Context: an optimization exercise on an open-source flow, tuned for small area. The choices shown serve that exercise and are no tape-out recipe.
RTL that was checked went through simulation tests only; none was proved equivalent to the original.
Power figures rest on the tool's default switching activity, not on a simulated workload.

==> branch yarrow <==
==> flow/design.v <==
`timescale 1ns / 1ps
module us_timebase(
    input            clk,
    input            rst,
    output           tick,
    output           tick_nx,    
    output           khz,
    output           half,       
    output reg [2:0] sel
);
    reg  [5:0] p;
    reg  [3:0] u0;
    reg  [2:0] u1;
    assign tick    = ~p[4] & p[3] & p[2] & ~p[1] & p[0];      
    assign tick_nx = p[5] & ~p[3] & p[2] & ~p[0];             
    wire   p1      = ~p[5] & p[4] & ~p[2] & p[1];             
    wire   u0_9    = u0[3] & u0[0];
    wire   u0_0    = ~u0[3] & ~u0[2] & ~u0[1] & ~u0[0];
    wire   odd     = u1[0] ^ sel[0];
    assign khz     = tick & u0_9 & odd;
    assign half    = p1 & u0_0 & odd;
    wire   scan    = tick & u0_9 & u1[2];
    always @(posedge clk or posedge rst) begin
        if (rst) begin
            p <= 6'd9;
            u0 <= 4'd0;
            u1 <= 3'd0;
            sel <= 3'd0;
        end else begin
            p <= {p[4], p[3], p[2] & ~tick, p[1], p[0], p[5] ^ p[0]};
            if (tick) begin
                u0 <= u0_9 ? 4'd0 : {u0[3] ^ (u0[2] & u0[1] & u0[0]), u0[2] ^ (u0[1] & u0[0]), u0[1] ^ u0[0], ~u0[0]};
                if (u0_9)
                    u1 <= u1[2] ? 3'd0 : {u1[1] & u1[0], u1[1] ^ u1[0], ~u1[0]};
                if (scan)
                    sel <= {sel[2] ^ (sel[1] & sel[0]), sel[1] ^ sel[0], ~sel[0]};
            end
        end
    end
endmodule
`timescale 1ns / 1ps
module us_ctrl(
    input      clk,
    input      rst,
    input      khz,
    input      half,
    input      press,
    output     start,
    output     trigger
);
    reg        busy, trig_ph, trig_q;
    reg  [6:0] kcnt;
    assign start = press & ~busy;
    assign trigger = trig_q;
    always @(posedge clk or posedge rst) begin
        if (rst) begin
            busy <= 1'b0;
            trig_ph <= 1'b0;
            trig_q <= 1'b0;
        end else begin
            trig_q <= trig_ph;
            if (start) begin
                busy <= 1'b1;
                trig_ph <= 1'b1;
            end else begin
                if (khz && kcnt == 7'd100) busy <= 1'b0;
                if (half) trig_ph <= 1'b0;
            end
        end
    end
    function [6:0] inc7(input [6:0] x);
        integer i; reg c;
        begin
            c = 1'b1;
            for (i = 0; i < 7; i = i + 1) begin
                inc7[i] = x[i] ^ c;
                c = c & x[i];
            end
        end
    endfunction
    always @(posedge clk) begin
        if (start)
            kcnt <= 7'd0;
        else if (khz)
            kcnt <= inc7(kcnt);
    end
endmodule
`timescale 1ns / 1ps
module us_dist(
    input         clk,
    input         rst,
    input         start,
    input         echo,
    input         tick_nx,
    output [10:0] q,
    output        tout,
    output        load
);
    localparam DI = 2'd0, DH = 2'd1, DC = 2'd2, DD = 2'd3;
    reg  [1:0] ds;
    reg        e1, nz;
    reg  [6:0] f;
    reg  [3:0] q0, q1;
    reg  [2:0] q2;
    assign q = {q2, q1, q0};
    assign load = (ds == DD);
    wire inc  = echo & tick_nx;
    assign tout = q2[2] & q2[0] & q1[2] & q0[2] & q0[0] & f[6] & f[2];   
    wire short_seg = (q0 == 4'd2 || q0 == 4'd4 || q0 == 4'd7 || q0 == 4'd9);
    wire fwrap = short_seg ? (f == 7'd68) : (f == 7'd69);
    function [6:0] inc7(input [6:0] x);
        integer i; reg c;
        begin
            c = 1'b1;
            for (i = 0; i < 7; i = i + 1) begin
                inc7[i] = x[i] ^ c;
                c = c & x[i];
            end
        end
    endfunction
    always @(posedge clk or posedge rst) begin
        if (rst)
            ds <= DI;
        else case (ds)
            DI: if (start) ds <= DH;
            DH: if ((~echo & e1 & nz) | tout) ds <= DC;
            DC: ds <= DD;
            DD: ds <= DI;
        endcase
    end
    wire [3:0] q0i = inc7({3'b0, q0});
    wire [3:0] q1i = inc7({3'b0, q1});
    wire [2:0] q2i = inc7({4'b0, q2});
    always @(posedge clk) begin
        e1 <= echo;
        if (ds == DI) begin
            nz <= 1'b0;
            f  <= 7'd0;
            q0 <= 4'd0;
            q1 <= 4'd0;
            q2 <= 3'd0;
        end else if (ds == DH && inc) begin
            nz <= 1'b1;
            if (fwrap) begin
                f <= 7'd0;
                if (q0 == 4'd9) begin
                    q0 <= 4'd0;
                    if (q1 == 4'd9) begin
                        q1 <= 4'd0;
                        q2 <= q2i;
                    end else
                        q1 <= q1i;
                end else
                    q0 <= q0i;
            end else
                f <= inc7(f);
        end
    end
endmodule
`timescale 1ns / 1ps
module us_button(
    input      clk,
    input      rst,
    input      khz,
    input      btn,
    output     press
);
    reg  [3:0] d;
    assign press = d[3] & d[0];                
    wire [3:0] d1 = {d[3] ^ (d[2] & d[1] & d[0]), d[2] ^ (d[1] & d[0]), d[1] ^ d[0], ~d[0]};
    always @(posedge clk or posedge rst) begin
        if (rst)
            d <= 4'd0;
        else if (khz)
            d <= btn ? (d[3] ? d : d1) : 4'd0;
        else if (d[3] & ~d[1])
            d <= d1;
    end
endmodule
`timescale 1ns / 1ps
module us_display(
    input         clk,
    input         rst,
    input         load,
    input  [10:0] q,
    input         tout,
    input  [2:0]  sel,
    output [7:0]  fnd_font,
    output [3:0]  fnd_comm
);
    reg  [3:0] r0, r1;
    reg  [2:0] r2;
    reg        r9;
    always @(posedge clk or posedge rst) begin
        if (rst) begin
            r0 <= 4'd0;
            r1 <= 4'd0;
            r2 <= 3'd0;
            r9 <= 1'b0;
        end else if (load) begin
            {r2, r1, r0} <= q;
            r9 <= tout;
        end
    end
    reg  [3:0] dig;
    always @(*) begin
        if (r9)
            dig = 4'd9;
        else case (sel[1:0])
            2'd0: dig = r0;
            2'd1: dig = r1;
            2'd2: dig = {1'b0, r2};
            default: dig = 4'd0;
        endcase
    end
    reg  [6:0] seg;
    always @(*) begin
        case (dig)
            4'd0: seg = 7'h40;
            4'd1: seg = 7'h79;
            4'd2: seg = 7'h24;
            4'd3: seg = 7'h30;
            4'd4: seg = 7'h19;
            4'd5: seg = 7'h12;
            4'd6: seg = 7'h02;
            4'd7: seg = 7'h78;
            4'd8: seg = 7'h00;
            4'd9: seg = 7'h10;
            default: seg = 7'h7f;
        endcase
    end
    assign fnd_font = {1'b1, sel[2] ? 7'h7f : seg};
    assign fnd_comm = ~(4'b0001 << sel[1:0]);
endmodule
`timescale 1ns / 1ps
module ultrasonic(
    input               clk,
    input               rst,
    input               btn_start,
    input               echo,
    output              trigger,
    output  [7:0]       fnd_font,
    output  [3:0]       fnd_comm
    );
    wire tick, tick_nx, khz, half, press, start, load, tout;
    wire [2:0] sel;
    wire [10:0] q;
    us_timebase U_TB(.clk(clk), .rst(rst), .tick(tick), .tick_nx(tick_nx),
                     .khz(khz), .half(half), .sel(sel));
    us_button   U_BTN(.clk(clk), .rst(rst), .khz(khz), .btn(btn_start), .press(press));
    us_ctrl     U_CTRL(.clk(clk), .rst(rst), .khz(khz), .half(half), .press(press),
                       .start(start), .trigger(trigger));
    us_dist     U_DIST(.clk(clk), .rst(rst), .start(start), .echo(echo), .tick_nx(tick_nx),
                       .q(q), .tout(tout), .load(load));
    us_display  U_DISP(.clk(clk), .rst(rst), .load(load), .q(q), .tout(tout), .sel(sel),
                       .fnd_font(fnd_font), .fnd_comm(fnd_comm));
endmodule
==> flow/flow/run.sh <==
#!/bin/bash
# Own layout flow: the standard synthesis, then an area-oriented ABC re-mapping
# of the combinational logic only (registers, their names and cell types are
# kept as the standard synthesis made them), then the standard layout steps
# with smaller port buffers and a clock tree without dummy loads.
set -euo pipefail
export DONT_USE_LIST="$(cat flow/dont_use.txt)"
W=$(pwd)
R=$W/orfs/results/$FLOW_PLATFORM/ultrasonic/base
bash standard.sh "$R/1_2_yosys.v" > synth_standard.log 2>&1
cp "$R/1_2_yosys.v" "$W/standard_netlist.v"
yosys -c "$W/flow/reopt.tcl" > reopt.log 2>&1
cp "$W/reopt_netlist.v" "$R/1_2_yosys.v"
bash standard.sh \
  "BUFFER_PORTS_ARGS=-buffer_cell sky130_fd_sc_hd__buf_1" \
  "CTS_ARGS=-sink_clustering_enable -repair_clock_nets -dont_use_dummy_load -sink_clustering_size 40 -sink_clustering_max_diameter 150 -buf_list sky130_fd_sc_hd__clkbuf_4" \
  finish > layout.log 2>&1
==> flow/flow/area.abc <==
strash
dc2
dch -f
amap
topo
==> flow/flow/dont_use.txt <==
sky130_fd_sc_hd__probe_p_8 sky130_fd_sc_hd__probec_p_8 sky130_fd_sc_hd__lpflow_bleeder_1 sky130_fd_sc_hd__lpflow_clkbufkapwr_1 sky130_fd_sc_hd__lpflow_clkbufkapwr_16 sky130_fd_sc_hd__lpflow_clkbufkapwr_2 sky130_fd_sc_hd__lpflow_clkbufkapwr_4 sky130_fd_sc_hd__lpflow_clkbufkapwr_8 sky130_fd_sc_hd__lpflow_clkinvkapwr_1 sky130_fd_sc_hd__lpflow_clkinvkapwr_16 sky130_fd_sc_hd__lpflow_clkinvkapwr_2 sky130_fd_sc_hd__lpflow_clkinvkapwr_4 sky130_fd_sc_hd__lpflow_clkinvkapwr_8 sky130_fd_sc_hd__lpflow_decapkapwr_12 sky130_fd_sc_hd__lpflow_decapkapwr_3 sky130_fd_sc_hd__lpflow_decapkapwr_4 sky130_fd_sc_hd__lpflow_decapkapwr_6 sky130_fd_sc_hd__lpflow_decapkapwr_8 sky130_fd_sc_hd__lpflow_inputiso0n_1 sky130_fd_sc_hd__lpflow_inputiso0p_1 sky130_fd_sc_hd__lpflow_inputiso1n_1 sky130_fd_sc_hd__lpflow_inputiso1p_1 sky130_fd_sc_hd__lpflow_inputisolatch_1 sky130_fd_sc_hd__lpflow_isobufsrc_1 sky130_fd_sc_hd__lpflow_isobufsrc_16 sky130_fd_sc_hd__lpflow_isobufsrc_2 sky130_fd_sc_hd__lpflow_isobufsrc_4 sky130_fd_sc_hd__lpflow_isobufsrc_8 sky130_fd_sc_hd__lpflow_isobufsrckapwr_16 sky130_fd_sc_hd__lpflow_lsbuf_lh_hl_isowell_tap_1 sky130_fd_sc_hd__lpflow_lsbuf_lh_hl_isowell_tap_2 sky130_fd_sc_hd__lpflow_lsbuf_lh_hl_isowell_tap_4 sky130_fd_sc_hd__lpflow_lsbuf_lh_isowell_4 sky130_fd_sc_hd__lpflow_lsbuf_lh_isowell_tap_1 sky130_fd_sc_hd__lpflow_lsbuf_lh_isowell_tap_2 sky130_fd_sc_hd__lpflow_lsbuf_lh_isowell_tap_4 
==> flow/flow/reopt.tcl <==
# Re-map the combinational logic of the standard synthesis netlist for area.
# The flip-flop instances are kept untouched (same names, same cells).
yosys -import
set lib $::env(FLOW_HOME)/platforms/sky130hd/lib/sky130_fd_sc_hd__tt_025C_1v80.lib
set dont_use {}
foreach c $::env(DONT_USE_LIST) { lappend dont_use -dont_use $c }
read_liberty -ignore_miss_func $lib
read_verilog standard_netlist.v
hierarchy -top $::env(FLOW_TOP)
setattr -mod -set keep_hierarchy 1 sky130_fd_sc_hd__df*
flatten
opt_clean
abc -liberty $lib {*}$dont_use -script [file join [pwd] flow area.abc]
opt_clean -purge
hilomap -singleton -hicell sky130_fd_sc_hd__conb_1 HI -locell sky130_fd_sc_hd__conb_1 LO
insbuf -buf sky130_fd_sc_hd__buf_4 A X
splitnets
opt_clean -purge
blackbox sky130_fd_sc_hd__*
tee -o reopt_stat.txt stat -liberty $lib
write_verilog -noattr -nohex -nodec reopt_netlist.v
==> flow/standard.sh <==
#!/bin/bash
# synth_recipe.tcl (not shown) runs the flow's synth.tcl, then flattens the netlist and writes it again
# the make line also repeats each setting of config.mk as NAME=value (left out here)
make -C /OpenROAD-flow-scripts/flow DESIGN_CONFIG=/design/flow/config.mk WORK_HOME=/design/flow/orfs CLKGATE_MAP_FILE= SYNTH_SCRIPT=/design/flow/synth_recipe.tcl "${@:-finish}"
==> flow/config.mk <==
export PLATFORM = sky130hd
export DESIGN_NAME = ultrasonic
export DESIGN_NICKNAME = ultrasonic
export VERILOG_FILES = /design/flow/design.v
export SDC_FILE = /design/flow/constraint.sdc
export NUM_CORES = 4
export LEC_CHECK = 0
export CAP_MARGIN = 20
export CORE_MARGIN = 2
export CORE_UTILIZATION = 40
export SLEW_MARGIN = 20
==> flow/constraint.sdc <==
create_clock -name core_clock -period 120.0 [get_ports {clk}]
set_input_delay 24.0000 -clock core_clock [delete_from_list [all_inputs] [get_ports {clk}]]
set_output_delay 24.0000 -clock core_clock [all_outputs]
set_load 0.01 [all_outputs]
==> branch amber (differences from branch yarrow) <==
--- a/flow/design.v
+++ b/flow/design.v
@@ -7,3 +7,4 @@
     output           khz,
-    output           half,       
+    output           k3,         
+    output           h2,         
     output reg [2:0] sel
@@ -15,8 +16,10 @@
     assign tick_nx = p[5] & ~p[3] & p[2] & ~p[0];             
-    wire   p1      = ~p[5] & p[4] & ~p[2] & p[1];             
-    wire   u0_9    = u0[3] & u0[0];
-    wire   u0_0    = ~u0[3] & ~u0[2] & ~u0[1] & ~u0[0];
+    wire   p2      = p[5] & ~p[3] & p[2] & p[1] & p[0];       
+    wire   p3      = ~p[4] & p[3] & p[2] & p[1] & ~p[0];      
+    wire   u0_9    = u0[3] & ~u0[2];
+    wire   u0_0    = ~u0[2] & ~u0[1];
     wire   odd     = u1[0] ^ sel[0];
     assign khz     = tick & u0_9 & odd;
-    assign half    = p1 & u0_0 & odd;
+    assign k3      = p3 & u0_0 & ~odd;
+    assign h2      = p2 & u0_0 & odd;
     wire   scan    = tick & u0_9 & u1[2];
@@ -25,3 +28,3 @@
             p <= 6'd9;
-            u0 <= 4'd0;
+            u0 <= 4'b0000;
             u1 <= 3'd0;
@@ -31,3 +34,3 @@
             if (tick) begin
-                u0 <= u0_9 ? 4'd0 : {u0[3] ^ (u0[2] & u0[1] & u0[0]), u0[2] ^ (u0[1] & u0[0]), u0[1] ^ u0[0], ~u0[0]};
+                u0 <= {(~u0[3] & u0[1] & ~u0[0]) | (u0[3] & ~u0[1]), (~u0[3] & ~u0[0]) | (~u0[3] & u0[1]), u0[2], ~u0[1]};
                 if (u0_9)
@@ -45,3 +48,4 @@
     input      khz,
-    input      half,
+    input      k3,
+    input      h2,
     input      press,
@@ -50,3 +54,3 @@
 );
-    reg        busy, trig_ph, trig_q;
+    reg        busy, trig_q;
     reg  [6:0] kcnt;
@@ -57,13 +61,12 @@
             busy <= 1'b0;
-            trig_ph <= 1'b0;
             trig_q <= 1'b0;
         end else begin
-            trig_q <= trig_ph;
-            if (start) begin
+            if (start)
                 busy <= 1'b1;
-                trig_ph <= 1'b1;
-            end else begin
-                if (khz && kcnt == 7'd100) busy <= 1'b0;
-                if (half) trig_ph <= 1'b0;
-            end
+            else if (khz && kcnt == 7'd100)
+                busy <= 1'b0;
+            if (busy && kcnt == 7'd0 && k3)
+                trig_q <= 1'b1;
+            else if (h2)
+                trig_q <= 1'b0;
         end
@@ -107,5 +110,9 @@
     wire inc  = echo & tick_nx;
-    assign tout = q2[2] & q2[0] & q1[2] & q0[2] & q0[0] & f[6] & f[2];   
-    wire short_seg = (q0 == 4'd2 || q0 == 4'd4 || q0 == 4'd7 || q0 == 4'd9);
-    wire fwrap = short_seg ? (f == 7'd68) : (f == 7'd69);
+    wire f68 = f[6] & f[5] & f[4] & f[2];
+    wire f69 = f[6] & f[5] & f[3] & ~f[1] & ~f[0];
+    assign tout = q2[1] & ~q2[0] & q1[2] & q1[1] & q0[1] & ~q0[0] & f68;
+    wire short_seg = (~q0[2] & q0[1]) | (q0[1] & q0[0]);     
+    wire q0_9 = q0[3] & ~q0[2];
+    wire q1_9 = q1[3] & ~q1[2];
+    wire fwrap = short_seg ? f68 : f69;
     function [6:0] inc7(input [6:0] x);
@@ -130,5 +137,5 @@
     end
-    wire [3:0] q0i = inc7({3'b0, q0});
-    wire [3:0] q1i = inc7({3'b0, q1});
-    wire [2:0] q2i = inc7({4'b0, q2});
+    wire [3:0] q0i = {(~q0[3] & q0[1] & ~q0[0]) | (q0[3] & ~q0[1]), (~q0[3] & ~q0[0]) | (~q0[3] & q0[1]), q0[2], ~q0[1]};
+    wire [3:0] q1i = {(~q1[3] & q1[1] & ~q1[0]) | (q1[3] & ~q1[1]), (~q1[3] & ~q1[0]) | (~q1[3] & q1[1]), q1[2], ~q1[1]};
+    wire [2:0] q2i = {~q2[0] | q2[1], q2[2], ~q2[1]};
     always @(posedge clk) begin
@@ -138,5 +145,5 @@
             f  <= 7'd0;
-            q0 <= 4'd0;
-            q1 <= 4'd0;
-            q2 <= 3'd0;
+            q0 <= 4'b0000;
+            q1 <= 4'b0000;
+            q2 <= 3'b000;
         end else if (ds == DH && inc) begin
@@ -145,13 +152,9 @@
                 f <= 7'd0;
-                if (q0 == 4'd9) begin
-                    q0 <= 4'd0;
-                    if (q1 == 4'd9) begin
-                        q1 <= 4'd0;
-                        q2 <= q2i;
-                    end else
-                        q1 <= q1i;
-                end else
-                    q0 <= q0i;
+                q0 <= q0i;
+                if (q0_9) begin
+                    q1 <= q1i;
+                    if (q1_9) q2 <= q2i;
+                end
             end else
-                f <= inc7(f);
+                f <= {f[5:0], ~(f[6] ^ f[0])};
         end
@@ -168,11 +171,11 @@
     reg  [3:0] d;
-    assign press = d[3] & d[0];                
-    wire [3:0] d1 = {d[3] ^ (d[2] & d[1] & d[0]), d[2] ^ (d[1] & d[0]), d[1] ^ d[0], ~d[0]};
+    assign press = d[3] & d[1];                
     always @(posedge clk or posedge rst) begin
         if (rst)
-            d <= 4'd0;
-        else if (khz)
-            d <= btn ? (d[3] ? d : d1) : 4'd0;
-        else if (d[3] & ~d[1])
-            d <= d1;
+            d <= 4'b0000;
+        else
+            d <= {(~khz & d[3] & ~d[1]) | (khz & btn & d[2] & ~d[1]),
+                  (~khz & d[2]) | (khz & btn & d[0]),
+                  (~khz & d[1]) | (d[3] & ~d[2]) | (khz & btn & ~d[2]),
+                  (~khz & d[0]) | (khz & btn & ~d[3] & ~d[1]) | (khz & btn & ~d[3] & d[2])};
     end
@@ -195,5 +198,5 @@
         if (rst) begin
-            r0 <= 4'd0;
-            r1 <= 4'd0;
-            r2 <= 3'd0;
+            r0 <= 4'b0000;
+            r1 <= 4'b0000;
+            r2 <= 3'b000;
             r9 <= 1'b0;
@@ -207,3 +210,3 @@
         if (r9)
-            dig = 4'd9;
+            dig = 4'b1011;
         else case (sel[1:0])
@@ -212,21 +215,12 @@
             2'd2: dig = {1'b0, r2};
-            default: dig = 4'd0;
+            default: dig = 4'b0000;
         endcase
     end
-    reg  [6:0] seg;
-    always @(*) begin
-        case (dig)
-            4'd0: seg = 7'h40;
-            4'd1: seg = 7'h79;
-            4'd2: seg = 7'h24;
-            4'd3: seg = 7'h30;
-            4'd4: seg = 7'h19;
-            4'd5: seg = 7'h12;
-            4'd6: seg = 7'h02;
-            4'd7: seg = 7'h78;
-            4'd8: seg = 7'h00;
-            4'd9: seg = 7'h10;
-            default: seg = 7'h7f;
-        endcase
-    end
+    wire [6:0] seg = {(~dig[2] & ~dig[0]) | (~dig[1] & dig[0]),
+                      (~dig[3] & ~dig[2] & dig[1]) | (~dig[3] & dig[2] & ~dig[1]),
+                      (~dig[3] & dig[1] & ~dig[0]) | (~dig[3] & dig[2]) | (dig[3] & ~dig[2]),
+                      (~dig[2] & dig[1] & ~dig[0]) | (dig[2] & dig[0]),
+                      ~dig[3] & ~dig[2] & dig[0],
+                      dig[2] & dig[1] & ~dig[0],
+                      dig[2] & dig[0]};
     assign fnd_font = {1'b1, sel[2] ? 7'h7f : seg};
@@ -244,3 +238,3 @@
     );
-    wire tick, tick_nx, khz, half, press, start, load, tout;
+    wire tick, tick_nx, khz, k3, h2, press, start, load, tout;
     wire [2:0] sel;
@@ -248,5 +242,5 @@
     us_timebase U_TB(.clk(clk), .rst(rst), .tick(tick), .tick_nx(tick_nx),
-                     .khz(khz), .half(half), .sel(sel));
+                     .khz(khz), .k3(k3), .h2(h2), .sel(sel));
     us_button   U_BTN(.clk(clk), .rst(rst), .khz(khz), .btn(btn_start), .press(press));
-    us_ctrl     U_CTRL(.clk(clk), .rst(rst), .khz(khz), .half(half), .press(press),
+    us_ctrl     U_CTRL(.clk(clk), .rst(rst), .khz(khz), .k3(k3), .h2(h2), .press(press),
                        .start(start), .trigger(trigger));
--- a/flow/flow/run.sh
+++ b/flow/flow/run.sh
@@ -15,3 +15,3 @@
   "BUFFER_PORTS_ARGS=-buffer_cell sky130_fd_sc_hd__buf_1" \
-  "CTS_ARGS=-sink_clustering_enable -repair_clock_nets -dont_use_dummy_load -sink_clustering_size 40 -sink_clustering_max_diameter 150 -buf_list sky130_fd_sc_hd__clkbuf_4" \
+  "CTS_ARGS=-sink_clustering_enable -repair_clock_nets -dont_use_dummy_load -buf_list sky130_fd_sc_hd__clkbuf_4" \
   finish > layout.log 2>&1
==> flow/flow/area.abc (replaced) <==
strash
&get -n
&deepsyn -T 60
&put
dch -f
amap
topo
==> branch quartz (differences from branch yarrow) <==
--- a/flow/design.v
+++ b/flow/design.v
@@ -11,27 +11,30 @@
     reg  [5:0] p;
-    reg  [3:0] u0;
-    reg  [2:0] u1;
-    assign tick    = ~p[4] & p[3] & p[2] & ~p[1] & p[0];      
-    assign tick_nx = p[5] & ~p[3] & p[2] & ~p[0];             
-    wire   p1      = ~p[5] & p[4] & ~p[2] & p[1];             
-    wire   u0_9    = u0[3] & u0[0];
-    wire   u0_0    = ~u0[3] & ~u0[2] & ~u0[1] & ~u0[0];
-    wire   odd     = u1[0] ^ sel[0];
-    assign khz     = tick & u0_9 & odd;
-    assign half    = p1 & u0_0 & odd;
-    wire   scan    = tick & u0_9 & u1[2];
+    reg  [5:0] u;
+    assign tick    = p[5] & p[4] & p[1];       
+    assign tick_nx = p[5] & p[4] & p[0];       
+    wire   u49     = u[5] & u[4] & u[0];
+    assign khz     = tick & (sel[0] ? (u == 6'd9 || u == 6'd29 || u49)
+                                    : (u == 6'd19 || u == 6'd39));
+    assign half    = (p == 6'd1) & (sel[0] ? (u == 6'd0 || u == 6'd20 || u == 6'd40)
+                                           : (u == 6'd10 || u == 6'd30));
+    function [5:0] inc6(input [5:0] x);
+        integer i; reg c;
+        begin
+            c = 1'b1;
+            for (i = 0; i < 6; i = i + 1) begin
+                inc6[i] = x[i] ^ c;
+                c = c & x[i];
+            end
+        end
+    endfunction
     always @(posedge clk or posedge rst) begin
         if (rst) begin
-            p <= 6'd9;
-            u0 <= 4'd0;
-            u1 <= 3'd0;
+            p <= 6'd0;
+            u <= 6'd0;
             sel <= 3'd0;
         end else begin
-            p <= {p[4], p[3], p[2] & ~tick, p[1], p[0], p[5] ^ p[0]};
+            p <= tick ? 6'd1 : inc6(p);
             if (tick) begin
-                u0 <= u0_9 ? 4'd0 : {u0[3] ^ (u0[2] & u0[1] & u0[0]), u0[2] ^ (u0[1] & u0[0]), u0[1] ^ u0[0], ~u0[0]};
-                if (u0_9)
-                    u1 <= u1[2] ? 3'd0 : {u1[1] & u1[0], u1[1] ^ u1[0], ~u1[0]};
-                if (scan)
-                    sel <= {sel[2] ^ (sel[1] & sel[0]), sel[1] ^ sel[0], ~sel[0]};
+                u <= u49 ? 6'd0 : inc6(u);
+                if (u49) sel <= {sel[2] ^ (sel[1] & sel[0]), sel[1] ^ sel[0], ~sel[0]};
             end
--- a/flow/flow/run.sh
+++ b/flow/flow/run.sh
@@ -15,3 +15,3 @@
   "BUFFER_PORTS_ARGS=-buffer_cell sky130_fd_sc_hd__buf_1" \
-  "CTS_ARGS=-sink_clustering_enable -repair_clock_nets -dont_use_dummy_load -sink_clustering_size 40 -sink_clustering_max_diameter 150 -buf_list sky130_fd_sc_hd__clkbuf_4" \
+  "CTS_ARGS=-sink_clustering_enable -repair_clock_nets -dont_use_dummy_load -buf_list sky130_fd_sc_hd__clkbuf_4" \
   finish > layout.log 2>&1
==> summary.txt <==
Cells and area
  – Area growth syn-to-layout: 8.598%
  – FF+latch area: 1444 um2
  – Most common cell after layout, fill and taps aside: clkinv_1

Pwr
  – Comb pwr: 7.46 uW

Placement
  – Placed inst area: 2714 um2

Die
  – N_taps: 77
  – Row count: 29

GRT
  – First-pass GRT wire length: 8217 um

Status
  – Outcome: complete, no violations
Source of the figures above: branch amber

==> summary.txt <==
Status
  – Outcome: complete, no violations

Pwr
  – Comb pwr: 6.01 uW
  – Logic gate share of total power: 15.3%

Die
  – N_taps: 80
  – Row count: 30

Cells and area
  – Area growth syn-to-layout: 8.206%
  – Count of multi-input gates: 222
  – Most common cell after layout, fill and taps aside: nor2_1

GRT
  – First-pass GRT wire length: 9673 um

Placement
  – Placed inst area: 2952 um2
Source of the figures above: branch quartz

==> summary.txt <==
Die
  – N_taps: 80
  – Row count: 30

Status
  – Outcome: complete, no violations

GRT
  – First-pass GRT wire length: 9680 um

Cells and area
  – Most common cell after layout, fill and taps aside: clkinv_1
Source of the figures above: branch yarrow

Function not checked in branch yarrow and branch amber: the RTL went through the layout flow alone.

## port drivers added, routing unchanged
No port has a modelled driver above. Below, the same layouts with a new extraction and two added sets of constraints. Step 1 (the two cells are an assumption about what drives the block):
set clk [get_ports {clk}]
set_driving_cell -lib_cell sky130_fd_sc_hd__clkbuf_16 $clk
set_driving_cell -lib_cell sky130_fd_sc_hd__buf_2 [delete_from_list [all_inputs] $clk]
Step 2 moves the port delays by t, midway between the first and last clock arrival at a register: inputs arrive t later, outputs are due t later. That takes back most of the time a late clock gives input paths. a / b / c = no drivers / after step 1 / after step 2; a / b = the first two.
run | t, ns | setup slack, ns | latest minus earliest clock arrival (ns)
branch yarrow | 0.409 | 93.393 / 93.365 / 93.774 | 0.032 / 0.032
branch amber | 0.396 | 93.849 / 93.822 / 94.218 | 0.038 / 0.038
branch quartz | 0.408 | 93.325 / 93.297 / 93.706 | 0.032 / 0.033
After both steps every run listed still meets setup and hold.
